This design comes from an exercise in tuning for small area and a short achievable clock period on the open sky130 flow, not from production work.
At most, simulation tests tie the RTL to the original design; equivalence was not proved.

==> v17: inputs <==
==> flow/design.v <==
module convolution(
input        clk,
input [71:0] pixel_data_in,
input        pixel_data_valid_in,
output reg [7:0] convolved_data_out,
output reg   convolved_data_valid_out
);
wire [7:0] kernel_horizontal [8:0];
wire [7:0] kernel_vertical [8:0];
reg [10:0] mult_result_horizontal[8:0];
reg [10:0] mult_result_vertical[8:0];
reg [10:0] sum_horizontal;
reg [10:0] sum_vertical;
reg [10:0] sum_horizontal_reg;
reg [10:0] sum_vertical_reg;
reg mult_result_valid;
reg sum_result_valid;
reg convolved_data_valid_reg;
reg [20:0] convolved_data_intermediate1;
reg [20:0] convolved_data_intermediate2;
wire [21:0] convolved_data_combined;
reg convolved_data_intermediate_valid;
assign kernel_horizontal[0] = 8'd1;
assign kernel_horizontal[1] = 8'd0;
assign kernel_horizontal[2] = -8'd1;
assign kernel_horizontal[3] = 8'd2;
assign kernel_horizontal[4] = 8'd0;
assign kernel_horizontal[5] = -8'd2;
assign kernel_horizontal[6] = 8'd1;
assign kernel_horizontal[7] = 8'd0;
assign kernel_horizontal[8] = -8'd1;
assign kernel_vertical[0] = 8'd1;
assign kernel_vertical[1] = 8'd2;
assign kernel_vertical[2] = 8'd1;
assign kernel_vertical[3] = 8'd0;
assign kernel_vertical[4] = 8'd0;
assign kernel_vertical[5] = 8'd0;
assign kernel_vertical[6] = -8'd1;
assign kernel_vertical[7] = -8'd2;
assign kernel_vertical[8] = -8'd1;
always @(posedge clk) begin
    mult_result_horizontal[0] <= $signed(kernel_horizontal[0]) * $signed({1'b0, pixel_data_in[7:0]});
    mult_result_horizontal[1] <= $signed(kernel_horizontal[1]) * $signed({1'b0, pixel_data_in[15:8]});
    mult_result_horizontal[2] <= $signed(kernel_horizontal[2]) * $signed({1'b0, pixel_data_in[23:16]});
    mult_result_horizontal[3] <= $signed(kernel_horizontal[3]) * $signed({1'b0, pixel_data_in[31:24]});
    mult_result_horizontal[4] <= $signed(kernel_horizontal[4]) * $signed({1'b0, pixel_data_in[39:32]});
    mult_result_horizontal[5] <= $signed(kernel_horizontal[5]) * $signed({1'b0, pixel_data_in[47:40]});
    mult_result_horizontal[6] <= $signed(kernel_horizontal[6]) * $signed({1'b0, pixel_data_in[55:48]});
    mult_result_horizontal[7] <= $signed(kernel_horizontal[7]) * $signed({1'b0, pixel_data_in[63:56]});
    mult_result_horizontal[8] <= $signed(kernel_horizontal[8]) * $signed({1'b0, pixel_data_in[71:64]});
    mult_result_vertical[0] <= $signed(kernel_vertical[0]) * $signed({1'b0, pixel_data_in[7:0]});
    mult_result_vertical[1] <= $signed(kernel_vertical[1]) * $signed({1'b0, pixel_data_in[15:8]});
    mult_result_vertical[2] <= $signed(kernel_vertical[2]) * $signed({1'b0, pixel_data_in[23:16]});
    mult_result_vertical[3] <= $signed(kernel_vertical[3]) * $signed({1'b0, pixel_data_in[31:24]});
    mult_result_vertical[4] <= $signed(kernel_vertical[4]) * $signed({1'b0, pixel_data_in[39:32]});
    mult_result_vertical[5] <= $signed(kernel_vertical[5]) * $signed({1'b0, pixel_data_in[47:40]});
    mult_result_vertical[6] <= $signed(kernel_vertical[6]) * $signed({1'b0, pixel_data_in[55:48]});
    mult_result_vertical[7] <= $signed(kernel_vertical[7]) * $signed({1'b0, pixel_data_in[63:56]});
    mult_result_vertical[8] <= $signed(kernel_vertical[8]) * $signed({1'b0, pixel_data_in[71:64]});
    mult_result_valid <= pixel_data_valid_in;
end
always @(*) begin
    sum_horizontal = $signed(mult_result_horizontal[0]) + $signed(mult_result_horizontal[1]) + $signed(mult_result_horizontal[2]) +
                      $signed(mult_result_horizontal[3]) + $signed(mult_result_horizontal[4]) + $signed(mult_result_horizontal[5]) +
                      $signed(mult_result_horizontal[6]) + $signed(mult_result_horizontal[7]) + $signed(mult_result_horizontal[8]);
    sum_vertical = $signed(mult_result_vertical[0]) + $signed(mult_result_vertical[1]) + $signed(mult_result_vertical[2]) +
                   $signed(mult_result_vertical[3]) + $signed(mult_result_vertical[4]) + $signed(mult_result_vertical[5]) +
                   $signed(mult_result_vertical[6]) + $signed(mult_result_vertical[7]) + $signed(mult_result_vertical[8]);
end
always @(posedge clk) begin
    sum_horizontal_reg <= sum_horizontal;
    sum_vertical_reg <= sum_vertical;
    sum_result_valid <= mult_result_valid;
end
always @(posedge clk) begin
    convolved_data_intermediate1 <= $signed(sum_horizontal_reg) * $signed(sum_horizontal_reg);
    convolved_data_intermediate2 <= $signed(sum_vertical_reg) * $signed(sum_vertical_reg);
    convolved_data_intermediate_valid <= sum_result_valid;
end
assign convolved_data_combined = convolved_data_intermediate1 + convolved_data_intermediate2;
always @(posedge clk) begin
    if (convolved_data_combined > 4000)
        convolved_data_out <= 8'hFF;
    else
        convolved_data_out <= 8'h00;
    convolved_data_valid_out <= convolved_data_intermediate_valid;
end
endmodule
==> flow/run.sh <==
#!/bin/bash
# synth_recipe.tcl (not shown) runs the flow's synth.tcl, then flattens the netlist and writes it again
# the make line also repeats each setting of config.mk as NAME=value (left out here)
make -C /OpenROAD-flow-scripts/flow DESIGN_CONFIG=/design/flow/config.mk WORK_HOME=/design/flow/orfs CLKGATE_MAP_FILE= SYNTH_SCRIPT=/design/flow/synth_recipe.tcl finish
==> flow/config.mk <==
export PLATFORM = sky130hd
export DESIGN_NAME = convolution
export DESIGN_NICKNAME = convolution
export VERILOG_FILES = /design/flow/design.v
export SDC_FILE = /design/flow/constraint.sdc
export NUM_CORES = 4
export LEC_CHECK = 0
export CAP_MARGIN = 20
export CORE_MARGIN = 2
export CORE_UTILIZATION = 40
export SLEW_MARGIN = 20
==> flow/constraint.sdc <==
create_clock -name core_clock -period 5.5 [get_ports {clk}]
set_input_delay 1.1000 -clock core_clock [delete_from_list [all_inputs] [get_ports {clk}]]
set_output_delay 1.1000 -clock core_clock [all_outputs]
set_load 0.01 [all_outputs]
==> inputs of v12, as changes to v17 <==
==> flow/design.v, changed modules only <==
module convolution(
input        clk,
input [71:0] pixel_data_in,
input        pixel_data_valid_in,
output reg [7:0] convolved_data_out,
output reg   convolved_data_valid_out
);
wire [7:0] p0 = pixel_data_in[7:0];
wire [7:0] p1 = pixel_data_in[15:8];
wire [7:0] p2 = pixel_data_in[23:16];
wire [7:0] p3 = pixel_data_in[31:24];
wire [7:0] p5 = pixel_data_in[47:40];
wire [7:0] p6 = pixel_data_in[55:48];
wire [7:0] p7 = pixel_data_in[63:56];
wire [7:0] p8 = pixel_data_in[71:64];
wire signed [10:0] a = $signed({3'b0, p0}) - $signed({3'b0, p8});
wire signed [10:0] b = $signed({3'b0, p6}) - $signed({3'b0, p2});
wire signed [10:0] c = $signed({3'b0, p3}) - $signed({3'b0, p5});
wire signed [10:0] d = $signed({3'b0, p1}) - $signed({3'b0, p7});
wire signed [10:0] gx = a + b + (c <<< 1);
wire signed [10:0] gy = a - b + (d <<< 1);
wire bigx = ~(&gx[10:6] | ~|gx[10:6]);
wire bigy = ~(&gy[10:6] | ~|gy[10:6]);
wire signed [6:0] sx = gx[6:0];
wire signed [6:0] sy = gy[6:0];
wire [12:0] qx = sx * sx;
wire [12:0] qy = sy * sy;
wire [13:0] q = qx + qy;
wire is_edge = bigx | bigy | (q > 14'd4000);
always @(posedge clk) begin
    convolved_data_out <= {8{is_edge}};
    convolved_data_valid_out <= pixel_data_valid_in;
end
endmodule
==> notes <==
- v12 completed and failed the layout checks on negative setup slack. v17 ran to the end with no violations.
- Of v17 and v12, v12 has the higher utilization (gap 16 points).
- Sequential share of layout area: v12 is lower than v17 (18 points).
- Worst setup slack: v12 is worse than v17 (3.4 ns).
- Against v17, the cell count of v12 is lower by 43%.
- Of v12 and v17, v12 has the higher hold slack (gap 1.0 ns).
- In v12 the via count is smaller than in v17, by 42%.
The RTL of v12 was laid out without a check of its function.

==> port drivers added, routing unchanged <==
The flow's constraints put no driver on any port. The routed layouts listed below were extracted and timed again, unchanged, in two steps. Step 1: set_driving_cell puts a clkbuf_16 on clk and a buf_2 on each other input, an assumption about the parent block. Step 2, shift: input delay + t, output delay - t, t = (earliest + latest rising clock arrival at the registers) / 2. This alone moves slack from input paths to output paths. a / b / c = ideal ports / drivers / drivers and shift; a / b = the first two.
run	t (ns)	setup slack, ns	hold WS [ns]	worst register clock-pin slew, ns	worst slew at a driven data input, ns
v17	0.472	0.301 / 0.301 / 0.301	0.330 / 0.330 / 0.330	0.07 / 0.07	0.07
v12	0.245	-3.138 / -3.144 / -3.389	1.354 / 1.352 / 1.597	0.03 / 0.03	0.05
For v12, which loses most, drivers alone change the setup slack by -0.006 ns; drivers and shift together by -0.251 ns.
